What follows belongs to an exercise in optimizing a design on an open flow for small area and a short achievable clock period; a production flow would make more cautious choices. The RTL was checked by simulation tests, not by an equivalence proof against the original design. Power figures rest on the tool's default switching activity, not on a simulated workload.

==> design.v <==
typedef enum bit [4:0] {
    ARITHMETIC,
    MEMORY,
    BRANCH,
    JUMP
} OP_TYPES;
typedef enum bit [5:0] {
    ADD,
    SUB,
    XOR,
    OR,
    AND,
    SLL,
    SRL,
    SRA,
    SLT,
    SLTU,
    EQ,
    LUI,
    AUIPC,
    MUL,
    MULH,
    MULSU,
    MULU,
    DIV,
    DIVU,
    REM,
    REMU
} ARITHMETIC_TYPES;
typedef enum bit [5:0] {
    LB,
    LH,
    LW,
    LBU,
    LHU,
    SB,
    SH,
    SW
} MEMORY_TYPES;
typedef enum bit [5:0] {
    BEQ,
    BNE,
    BLT,
    BGE,
    BLTU,
    BGEU
} BRANCH_TYPES;
typedef enum bit [5:0] {
    JAL,
    JALR
} JUMP_TYPES;
typedef struct packed {
    logic [31:0] instr_addr;  
    logic [4:0] op_type;  
    logic [6:0] op_spec;  
    logic [4:0] rd_ind;  
    logic [31:0] rs1_dat;  
    logic [31:0] rs2_dat;  
    logic [31:0] imm_val;  
} d_e_WI;
typedef struct packed {
    logic [4:0] op_type;   
    logic [6:0] op_spec;  
    logic [4:0] rd_ind;  
    logic [31:0] reg_dat;  
    logic [31:0] jmp_addr;  
    logic jmp_tk;  
} e_w_WI;
module pfx #(
    parameter int N = 8,
    parameter int STYLE = 0
) (
    input  logic [N-1:0] g,
    input  logic [N-1:0] p,
    output logic [N-1:0] c
);
    function automatic integer lg2(input integer n);
        begin
            lg2 = 0;
            while ((1 << lg2) < n) lg2 = lg2 + 1;
        end
    endfunction
    localparam int L = (N <= 1) ? 1 : lg2(N);
    localparam int M = 1 << L;
    if (STYLE == 1 || N == 1) begin : g_rip
        assign c[0] = g[0];
        for (genvar i = 1; i < N; ++i) begin : g_b
            assign c[i] = g[i] | (p[i] & c[i - 1]);
        end
    end else if (STYLE == 2) begin : g_blk
        localparam int NB = (N + 3) / 4;
        logic [4 * NB - 1:0] gg, pp, cc;
        assign gg = {{(4 * NB - N){1'b0}}, g};
        assign pp = {{(4 * NB - N){1'b0}}, p};
        logic [NB-1:0] bg, bp, bc;
        for (genvar k = 0; k < NB; ++k) begin : g_k
            logic [3:0] lg, lp;
            logic cin;
            assign lg = gg[4 * k + 3:4 * k];
            assign lp = pp[4 * k + 3:4 * k];
            assign bg[k] = lg[3] | (lp[3] & lg[2]) | (lp[3] & lp[2] & lg[1])
                         | (lp[3] & lp[2] & lp[1] & lg[0]);
            assign bp[k] = &lp;
            if (k == 0) begin : g_c0
                assign cin = 1'b0;
                assign bc[k] = bg[k];
            end else begin : g_cn
                assign cin = bc[k - 1];
                assign bc[k] = bg[k] | (bp[k] & bc[k - 1]);
            end
            assign cc[4 * k]     = lg[0] | (lp[0] & cin);
            assign cc[4 * k + 1] = lg[1] | (lp[1] & cc[4 * k]);
            assign cc[4 * k + 2] = lg[2] | (lp[2] & cc[4 * k + 1]);
            assign cc[4 * k + 3] = bc[k];
        end
        assign c = cc[N-1:0];
    end else if (STYLE == 3) begin : g_bk
        logic [M-1:0] G [2 * L];
        logic [M-1:0] P [2 * L];
        assign G[0] = {{(M - N){1'b0}}, g};
        assign P[0] = {{(M - N){1'b0}}, p};
        for (genvar l = 0; l < L; ++l) begin : g_up
            for (genvar i = 0; i < M; ++i) begin : g_b
                if (((i + 1) % (1 << (l + 1))) == 0) begin : g_m
                    assign G[l + 1][i] = G[l][i] | (P[l][i] & G[l][i - (1 << l)]);
                    assign P[l + 1][i] = P[l][i] & P[l][i - (1 << l)];
                end else begin : g_p
                    assign G[l + 1][i] = G[l][i];
                    assign P[l + 1][i] = P[l][i];
                end
            end
        end
        for (genvar d = 0; d < L - 1; ++d) begin : g_dn
            localparam int LL = L - 2 - d;
            for (genvar i = 0; i < M; ++i) begin : g_b
                if (((i + 1) % (1 << (LL + 1))) == (1 << LL) && i >= (1 << (LL + 1))) begin : g_m
                    assign G[L + d + 1][i] = G[L + d][i] | (P[L + d][i] & G[L + d][i - (1 << LL)]);
                    assign P[L + d + 1][i] = P[L + d][i] & P[L + d][i - (1 << LL)];
                end else begin : g_p
                    assign G[L + d + 1][i] = G[L + d][i];
                    assign P[L + d + 1][i] = P[L + d][i];
                end
            end
        end
        assign c = G[2 * L - 1][N-1:0];
    end else begin : g_skl
        logic [N-1:0] G [L + 1];
        logic [N-1:0] P [L + 1];
        assign G[0] = g;
        assign P[0] = p;
        for (genvar l = 0; l < L; ++l) begin : g_l
            for (genvar i = 0; i < N; ++i) begin : g_b
                if (((i >> l) & 1) == 1) begin : g_m
                    localparam int K = ((i >> l) << l) - 1;
                    assign G[l + 1][i] = G[l][i] | (P[l][i] & G[l][K]);
                    assign P[l + 1][i] = P[l][i] & P[l][K];
                end else begin : g_p
                    assign G[l + 1][i] = G[l][i];
                    assign P[l + 1][i] = P[l][i];
                end
            end
        end
        assign c = G[L];
    end
endmodule
module prow #(
    parameter int N = 8,
    parameter int STYLE = 0
) (
    input  logic [N-1:0] x,
    input  logic [N-1:0] y,
    input  logic         ci,
    input  logic         sel,
    output logic         co,
    output logic [N-1:0] acc_o
);
    logic [N-1:0] g, p, c, cin, yc;
    assign g = (x & y) | {{(N - 1){1'b0}}, ci & (x[0] | y[0])};
    assign p = x | y;
    pfx #(.N(N), .STYLE(STYLE)) u_c (.g(g), .p(p), .c(c));
    if (N > 1) begin : g_s
        assign cin = {c[N-2:0], ci};
    end else begin : g_s1
        assign cin = ci;
    end
    assign yc = y ^ cin;
    assign acc_o = x ^ ({N{sel}} & yc);
    assign co = c[N-1];
endmodule
module radd #(
    parameter int N = 32
) (
    input  logic [N-1:0] x,
    input  logic [N-1:0] y,
    input  logic         ci,
    output logic [N-1:0] s,
    output logic         co
);
    logic [N:0] c;
    assign c[0] = ci;
    for (genvar i = 0; i < N; ++i) begin : g_fa
        assign s[i] = x[i] ^ y[i] ^ c[i];
        assign c[i + 1] = (x[i] & y[i]) | (c[i] & (x[i] ^ y[i]));
    end
    assign co = c[N];
endmodule
module md_rows #(
    parameter int JH = 31,
    parameter int JL = 0,
    parameter int STYLE = 0
) (
    input  logic           div,
    input  logic [31:0]    acc_in,
    input  logic [31:0]    y,
    input  logic           ci,
    input  logic [JH:JL]   ssel,
    output logic [JH:JL]   q,
    output logic [31:0]    acc_last,    
    output logic [31:0]    acc_out
);
    logic [31:0] acc [JL:JH + 1];
    assign acc[JH + 1] = acc_in;
    for (genvar j = JH; j >= JL; --j) begin : g_row
        localparam int N = 32 - j;
        logic [N-1:0] r;
        logic co, sel;
        prow #(.N(N), .STYLE(STYLE)) u_row (
            .x(acc[j + 1][31:j]), .y(y[N-1:0]), .ci(ci), .sel(sel), .co(co), .acc_o(r)
        );
        assign sel = div ? (co & ssel[j]) : ssel[j];
        assign q[j] = sel;
        if (j > 0) begin : g_lo
            assign acc[j] = {r, acc[j + 1][j-1:0]};
        end else begin : g_lo0
            assign acc[j] = r;
        end
    end
    assign acc_last = acc[JL + 1];
    assign acc_out = acc[JL];
endmodule
module fadd #(
    parameter int N = 32
) (
    input  logic [N-1:0] x,
    input  logic [N-1:0] y,
    input  logic         ci,
    output logic [N-1:0] s,
    output logic         co
);
    logic [N-1:0] g, p, c;
    assign g = (x & y) | {{(N - 1){1'b0}}, ci & (x[0] | y[0])};
    assign p = x | y;
    pfx #(.N(N), .STYLE(0)) u_c (.g(g), .p(p), .c(c));
    assign s = x ^ y ^ {c[N-2:0], ci};
    assign co = c[N-1];
endmodule
module execute (
    input logic clk,
    input logic rst_n,
    input logic [31:0] instr_addr,  
    input logic [4:0] op_type,  
    input logic [6:0] op_spec,  
    input logic [4:0] rd_ind,  
    input logic [31:0] rs1_dat,  
    input logic [31:0] rs2_dat,  
    input logic [31:0] imm_val,  
    output logic [4:0] e_op_type,
    output logic [6:0] e_op_spec,
    output logic [4:0] e_rd_ind,
    output logic [31:0] e_reg_dat,
    output logic [31:0] e_jmp_addr,
    output logic e_jmp_tk,
    input logic flush,
    output logic [31:0] mem_addr_out,  
    output logic [31:0] mem_dat_out,  
    output logic mem_read_en,  
    output logic mem_write_en,  
    input logic stall_in_bk,  
    input logic stall_in_ft,  
    output logic stall_out_ft  
);
    localparam int K = 12;
    logic t_ar, t_mem, t_br, t_jmp;
    assign t_ar  = (op_type == 5'd0);
    assign t_mem = (op_type == 5'd1);
    assign t_br  = (op_type == 5'd2);
    assign t_jmp = (op_type == 5'd3);
    logic [5:0] sp;
    assign sp = op_spec[5:0];
    logic [31:0] a, b;
    assign a = rs1_dat;
    assign b = op_spec[6] ? imm_val : rs2_dat;
    logic do_sub;
    assign do_sub = t_br | (t_ar & (sp != 6'd0));
    logic [31:0] cb;
    assign cb = t_ar ? b : (t_br ? rs2_dat : imm_val);
    logic [31:0] as;
    logic as_co;
    fadd #(.N(32)) u_as (.x(a), .y(cb ^ {32{do_sub}}), .ci(do_sub), .s(as), .co(as_co));
    logic ltu, lt, eq;
    assign ltu = ~as_co;
    assign lt  = (a[31] ^ cb[31]) ? a[31] : ltu;
    assign eq  = (as == 32'b0);
    logic [31:0] pc_imm, pc4;
    logic unused_co1, unused_co2;
    radd #(.N(32)) u_pci (.x(instr_addr), .y(imm_val), .ci(1'b0), .s(pc_imm), .co(unused_co1));
    radd #(.N(30)) u_pc4 (.x(instr_addr[31:2]), .y(30'b0), .ci(1'b1), .s(pc4[31:2]), .co(unused_co2));
    assign pc4[1:0] = instr_addr[1:0];
    logic md_op, md_div, md_shr, md_sra, md_sh;
    assign md_op  = t_ar & ((sp == 6'd5) | (sp == 6'd6) | (sp == 6'd7) | (sp == 6'd13)
                          | (sp == 6'd17) | (sp == 6'd19));
    assign md_div = sp[4];                    
    assign md_sh  = ~sp[3] & ~sp[4];          
    assign md_shr = sp[1];                    
    assign md_sra = sp[1] & sp[0] & a[31];    
    logic [31:0] a_rev;
    for (genvar i = 0; i < 32; ++i) begin : g_rev
        assign a_rev[i] = a[31 - i];
    end
    logic [31:0] shx;
    assign shx = (md_shr ? a_rev : a) ^ {32{md_sra}};
    logic [31:0] sdec;
    for (genvar i = 0; i < 32; ++i) begin : g_dec
        assign sdec[i] = (b[4:0] == i);
    end
    logic [31:0] yd, ryd;
    assign yd = b ^ {32{~b[31]}};
    for (genvar i = 0; i < 32; ++i) begin : g_ryd
        assign ryd[i] = yd[31 - i];
    end
    logic [31:0] PA [6];
    logic [31:0] PO [6];
    assign PA[0] = ryd;
    assign PO[0] = b;
    for (genvar l = 0; l < 5; ++l) begin : g_pl
        for (genvar i = 0; i < 32; ++i) begin : g_pb
            if (((i >> l) & 1) == 1) begin : g_m
                assign PA[l + 1][i] = PA[l][i] & PA[l][((i >> l) << l) - 1];
                assign PO[l + 1][i] = PO[l][i] | PO[l][((i >> l) << l) - 1];
            end else begin : g_p
                assign PA[l + 1][i] = PA[l][i];
                assign PO[l + 1][i] = PO[l][i];
            end
        end
    end
    logic [31:0] hz;
    assign hz[0] = 1'b1;
    for (genvar j = 1; j < 32; ++j) begin : g_hz
        assign hz[j] = PA[5][j - 1] & (~b[31] | PO[5][31 - j]);
    end
    logic [31:0] md_y, md_ssel;
    logic md_ci;
    assign md_y    = md_div ? yd : (md_sh ? shx : b);
    assign md_ci   = md_div & ~b[31];
    assign md_ssel = md_div ? hz : (md_sh ? sdec : a);
    logic [31:K] q_hi;
    logic [31:0] acc_mid;
    md_rows #(.JH(31), .JL(K), .STYLE(3)) u_md_hi (
        .div(md_div),
        .acc_in(md_div ? (a ^ {32{a[31]}}) : 32'b0),
        .y(md_y),
        .ci(md_ci),
        .ssel(md_ssel[31:K]),
        .q(q_hi),
        .acc_last(),
        .acc_out(acc_mid)
    );
    logic nq;
    assign nq = (a[31] ^ b[31]) & PO[5][31];
    logic [31:0] reg_dat, jmp_addr;
    logic jmp_tk;
    always_comb begin
        reg_dat = 32'b0;
        if (t_ar) begin
            case (sp)
                6'd0, 6'd1: reg_dat = as;
                6'd2: reg_dat = a ^ b;
                6'd3: reg_dat = a | b;
                6'd4: reg_dat = a & b;
                6'd8: reg_dat = {31'b0, lt};
                6'd9: reg_dat = {31'b0, ltu};
                6'd11: reg_dat = imm_val;
                6'd12: reg_dat = pc_imm;
                default: reg_dat = 32'b0;
            endcase
        end else if (t_jmp) begin
            reg_dat = pc4;
        end
    end
    always_comb begin
        jmp_addr = 32'b0;
        if (t_br) jmp_addr = pc_imm;
        else if (t_jmp) begin
            if (op_spec == 7'd0) jmp_addr = pc_imm;
            else if (op_spec == 7'd1) jmp_addr = {as[31:1], 1'b0};
        end
    end
    always_comb begin
        jmp_tk = 1'b0;
        if (t_jmp) jmp_tk = 1'b1;
        else if (t_br) begin
            case (op_spec)
                7'd0: jmp_tk = eq;
                7'd1: jmp_tk = ~eq;
                7'd2: jmp_tk = lt;
                7'd3: jmp_tk = ~lt;
                7'd4: jmp_tk = ltu;
                7'd5: jmp_tk = ~ltu;
                default: jmp_tk = 1'b0;
            endcase
        end
    end
    always_comb begin
        mem_addr_out = t_mem ? as : 32'b0;
        mem_read_en  = t_mem & (op_spec <= 7'd4);
        mem_write_en = t_mem & (op_spec >= 7'd5) & (op_spec <= 7'd7);
        case (op_spec)
            7'd5: mem_dat_out = {24'b0, rs2_dat[7:0]};
            7'd6: mem_dat_out = {16'b0, rs2_dat[15:0]};
            7'd7: mem_dat_out = rs2_dat;
            default: mem_dat_out = 32'b0;
        endcase
        if (!t_mem) mem_dat_out = 32'b0;
    end
    localparam int W = 17 + 32 + 32 + 1 + 1 + (32 - K) + K + 7;
    logic [W-1:0] e_d, e_q;
    assign e_d = {
        op_type, op_spec, rd_ind,
        md_op ? acc_mid : reg_dat,
        md_op ? md_y : jmp_addr,
        jmp_tk,
        md_op,
        q_hi,
        md_ssel[K-1:0],
        md_div, md_shr, md_sh, md_sra, a[31], nq, md_ci
    };
    always_ff @(posedge clk) begin
        if (~rst_n | (flush & ~stall_in_ft)) e_q <= '0;
        else if (~stall_in_ft) e_q <= e_d;
    end
    logic [4:0] r_op_type, r_rd_ind;
    logic [6:0] r_op_spec;
    logic [31:0] r_f1, r_f2;
    logic r_jmp_tk, r_md;
    logic [31:K] r_q;
    logic [K-1:0] r_ss;
    logic r_div, r_shr, r_sh, r_sra, r_a31, r_nq, r_ci;
    assign {r_op_type, r_op_spec, r_rd_ind, r_f1, r_f2, r_jmp_tk, r_md, r_q, r_ss,
            r_div, r_shr, r_sh, r_sra, r_a31, r_nq, r_ci} = e_q;
    logic [K-1:0] q_lo;
    logic [31:0] md_x0;
    logic [31:0] md_r;
    md_rows #(.JH(K - 1), .JL(0), .STYLE(3)) u_md_lo (
        .div(r_div),
        .acc_in(r_f1),
        .y(r_f2),
        .ci(r_ci),
        .ssel(r_ss),
        .q(q_lo),
        .acc_last(md_x0),
        .acc_out(md_r)
    );
    logic [31:0] md_q;
    assign md_q = {r_q, q_lo};
    logic [31:0] eb1, eb2, et1, et2;
    assign eb1 = r_f2;
    assign eb2 = {r_f2[30:0], r_ci};
    assign et1[0] = md_x0[0] ^ eb1[0] ^ r_ci;
    assign et2[0] = md_x0[0] ^ eb2[0] ^ r_ci;
    for (genvar i = 1; i < 32; ++i) begin : g_e
        assign et1[i] = md_x0[i] ^ eb1[i] ^ (md_x0[i - 1] & eb1[i - 1]);
        assign et2[i] = md_x0[i] ^ eb2[i] ^ (md_x0[i - 1] & eb2[i - 1]);
    end
    logic e;
    assign e = r_a31 & (q_lo[0] ? (&et2) : (&et1));
    logic [31:0] qx, qx1, div_res, rem_res, md_rrev, md_res;
    logic qci;
    assign qx = md_q ^ {32{r_nq}};
    assign qci = r_nq ^ e;
    logic [31:0] QA [6];
    assign QA[0] = {qx[30:1], 2'b11};    
    for (genvar l = 0; l < 5; ++l) begin : g_ql
        for (genvar i = 0; i < 32; ++i) begin : g_qb
            if (((i >> l) & 1) == 1 && i > 0) begin : g_m
                assign QA[l + 1][i] = QA[l][i] & QA[l][((i >> l) << l) - 1];
            end else begin : g_p
                assign QA[l + 1][i] = QA[l][i];
            end
        end
    end
    assign qx1[0] = ~qx[0];
    for (genvar i = 1; i < 32; ++i) begin : g_qi
        assign qx1[i] = qx[i] ^ (qx[0] & QA[5][i]);
    end
    assign div_res = qci ? qx1 : qx;
    assign rem_res = r_a31 ? (e ? 32'b0 : ~md_r) : md_r;
    for (genvar i = 0; i < 32; ++i) begin : g_rrev
        assign md_rrev[i] = md_r[31 - i] ^ r_sra;
    end
    always_comb begin
        if (r_div) md_res = r_shr ? rem_res : div_res;
        else if (r_sh & r_shr) md_res = md_rrev;
        else md_res = md_r;
    end
    assign e_op_type  = flush ? 5'b0 : r_op_type;
    assign e_op_spec  = flush ? 7'b0 : r_op_spec;
    assign e_rd_ind   = flush ? 5'b0 : r_rd_ind;
    assign e_reg_dat  = flush ? 32'b0 : (r_md ? md_res : r_f1);
    assign e_jmp_addr = (flush | r_md) ? 32'b0 : r_f2;
    assign e_jmp_tk   = flush ? 1'b0 : r_jmp_tk;
    logic s_q;
    always_ff @(posedge clk) begin
        if (~rst_n) s_q <= 1'b0;
        else s_q <= stall_in_bk | flush;
    end
    assign stall_out_ft = s_q;
endmodule
==> run.sh <==
#!/bin/bash
# synth_recipe.tcl (not shown) runs the flow's synth.tcl, then flattens the netlist and writes it again
# the make line also repeats each setting of config.mk as NAME=value (left out here)
make -C /OpenROAD-flow-scripts/flow DESIGN_CONFIG=/design/flow/config.mk WORK_HOME=/design/flow/orfs CLKGATE_MAP_FILE= SYNTH_SCRIPT=/design/flow/synth_recipe.tcl finish
==> config.mk <==
export PLATFORM = sky130hd
export DESIGN_NAME = execute
export DESIGN_NICKNAME = execute
export VERILOG_FILES = /design/flow/design.v
export SDC_FILE = /design/flow/constraint.sdc
export NUM_CORES = 4
export LEC_CHECK = 0
export ABC_AREA = 1
export CAP_MARGIN = 20
export CORE_MARGIN = 2
export CORE_UTILIZATION = 50
export PLACE_DENSITY = 0.65
export SLEW_MARGIN = 20
==> constraint.sdc <==
create_clock -name core_clock -period 110.0 [get_ports {clk}]
set_input_delay 22.0000 -clock core_clock [delete_from_list [all_inputs] [get_ports {clk}]]
set_output_delay 22.0000 -clock core_clock [all_outputs]
set_load 0.01 [all_outputs]
==> notes.md <==
## worst max path at each step
stage,endpoint,startpoint,cells after the start
after global routing,e_reg_dat[22],e_q[46],214
after detailed placement,e_reg_dat[11],e_q[46],213
after CTS,e_reg_dat[11],e_q[46],213
after global placement,e_reg_dat[11],e_q[46],213
final,e_reg_dat[11],e_q[46],213
after floorplan,mem_addr_out[31],op_spec[1],56
## kinds of logic after synthesis
logic type / Yosys count
AO/OA/AOI/OAI: 1226
adder cells (fa/ha/maj): 303
buffers and inverters: 1872
flip-flops: 121
AND/OR/NAND/NOR: 5978
XOR/XNOR: 588
## cell type report
cell class,instances,share of cell area
Clock inverter,12,0.002816
Timing Repair Buffer,454,0.07049
Antenna cell,6,0.0002560
Sequential cell,121,0.04132
Inverter,1398,0.09248
Clock buffer,20,0.007616
Multi-Input combinational cell,8095,0.7530
Tap cell,1500,0.03200
## sequential cells by signal, indices dropped and copies added (netlist names)
register,count
s_q,1
e_q,120
## routing by layer
layer / GRT usage / wire, µm / vias to the layer above
li1: - / - / 32090
met1: 0.5259 / 99010 / 30900
met2: 0.7051 / 115300 / 3649
met3: 0.08703 / 27160 / 989
met4: 0.3401 / 24190 / 18
met5: 0 / 123 / -
## worst max-delay path, delay by kind of cell, from the launching register on
kind            cells  cell delay, ns
simple gates      141           17.47
compound gates     42           10.37
buf+inv            21            4.18
xor+xnor            7            2.60
flops               1            1.08
fa+ha+maj           2            0.54
## placed cells by master (no fill, tap or decap), types with 38 or more instances in the layout
cell type,n
a21oi_1,347
a31oi_1,38
buf_4,158
clkdlybuf4s50_1,293
clkinv_1,41
dfxtp_1,120
fa_1,51
ha_1,250
inv_1,1219
inv_2,108
nand2_1,3094
nand2_2,405
nand2_4,59
nand3_1,1030
nand3_2,115
nand3b_1,43
nand4_1,184
nor2_1,738
nor2_2,57
nor3_1,99
o21ai_0,467
o21ai_1,71
o22ai_1,41
or2_2,54
xnor2_1,125
xor2_1,448
## where the power goes
part           internal (W)  switching, W
sequential        0.0000458    0.00000380
clock             0.0000365     0.0000266
combinational      0.000134      0.000315
## per-stage QoR
stage,setup slack (ns),util,cells
after CTS,51.99,0.5226,11600
after floorplan,58.76,-,10090
after global placement,53.43,0.5171,11570
after detailed placement,52.70,0.5171,11570
final,51.15,0.5227,11610
after global routing,47.37,0.5226,11600
==> metrics.cfg <==
[run_status]
status = finished clean

[worst_setup_path]
cp-end-kind = output port
worstSetupPathType = reg2out
cp.arrival_ns = 36.85
reg2reg_to = e_q[51]
critPathMaxFanout = 32
slowest_delay_ns = 1.08
cp_slowest_cell = dfxtp_1
reg2regPathDepth = 4
start_kind = register
reg2reg_from = e_q[51]
cp_common_cell = nand2_1
ff2ff_setup_slack_ns = 107.26
cp.required_ns = 88.00

[route]
drtIter0Drc = 7766
drt_pre_antenna_iters = 10
via_count = 67650
drtAntennaViolNets = 0
routed_via_density = 5.829
wl_per_cell_um = 22.90
wirelength_mm = 265.7
drc = 0

[synth]
synth_fa_ha_area_frac = 0.07406
synth_area_leaders = nand2_1, nand3_1, inv_1
synth_cells = 10090
synthFlopType = dfxtp_1
synth_nets = 10540
ys_ff_latch = 121
synth.area.mux_share = 0
async_flop_share = 0
synth_top_area_cell = nand2_1
synth_edf_count = 0
synth_top_area_frac = 0.2064
synth_cell_types = 93
synthMostInstantiatedCell = nand2_1
synth.yosys.warnings = 106
ys_seq_area_frac = 0.04301
netlist_top_cells_count = nand2_1, inv_1, nand3_1, nor2_1, o21ai_0
synth_top_family_by_area = simple AND/OR/NAND/NOR gates
synth_xor_area_frac = 0.09354
synth_compound_area_frac = 0.1279
yosys.area_share.simple = 0.4864
synth_area_um2 = 56330
synth_area_per_cell_um2 = 5.584

[sta]
finClkSkew_ns = 0
rsz0062_at_grt = no
report.final.slew_viol_count = 0
hold_ws_ns = 0.4653
worstMarginPinSlew_ns = 1.469
setup_violations = 0
max_clock_freq_mhz = 16.99
period_share = 0.5350
period_minus_slack_ns = 58.85
tns_ns = 0
hold_viol = 0
maxSlewHeadroom = 0.02094

[global_routing]
grt_pass1_wl_mm = 388.8
track_usage = 0.4435
grt_pass1_vias = 61340
antenna_found_initial = 20
grt_max_degree = 64
grt_overflow = 0

[cells_and_area]
drive_gt1_frac = 0.1163
fin_nets = 10540
multi_input_comb_area_um2 = 44160
layout.filler_cells = 12050
syn2layout_area_growth_pct = 4.121
regArea_um2 = 2424
fin_area_um2 = 58650

[min_path]
min_path_type = reg2reg
min_delay_path_depth = 2
holdPathEnd = e_q[107]
holdCritStartpoint = e_q[107]

[clock_tree]
cts_tree = built
cts_max_level = 4
cts_buffers = 17
clkTransAtPathRegs_ns = 0.07
cts_sinks = 121
cts_setup_buffers = 0
ctsHoldBuffers = 0
insertion_delay_ns = 0.48
cts_resized = 0
cts_buffer_depth = 2
cts_root_buffer = clkbuf_16

[placement]
gp_congestion = 1.066
hpwl_mm = 207.5
portBuffers = 298
place_area_um2 = 58010

[floorplan]
core_area_um2 = 112200
fp-row-count = 123
pin_count = 299
dieArea_um2 = 115400
die_height_um = 339.6
start_util = 0.5021
fp.dieW_um = 339.6

[power_and_ir_drop]
p_leak_nw = 31.62
p_total_w = 0.0005615
pwr_density_cell_nw_per_um2 = 9.574
worst_ir_drop_vdd_mv = 0.01548

[flow_run]
drv_cap = 0

## what the ideal ports hide
In the flow no input, the clock included, has a driving cell. The finished layout below was timed again as built, in two steps. Step 1 sets driving cells, clkbuf_16 on the clock port and buf_2 on the other inputs (assumed; they add their load-dependent delay and slew). Step 2 moves the port delays by t, midway between the first and last clock arrival at a register: inputs arrive t later, outputs are due t later. That takes back most of the time a late clock gives input paths. a / b / c = no drivers / after step 1 / after step 2; a / b = the first two.
t (ns): 0.555
setup WS [ns]: 51.145 / 51.081 / 51.636
clock arrival spread, ns: 0.017 / 0.016
slew at the worst register clock pin (ns): 0.07 / 0.07
worst slew at a driven data input, ns: 0.14
After both steps this run still meets setup and hold. The setup slack of this run moves by -0.064 ns with the drivers and by +0.491 ns with both steps.
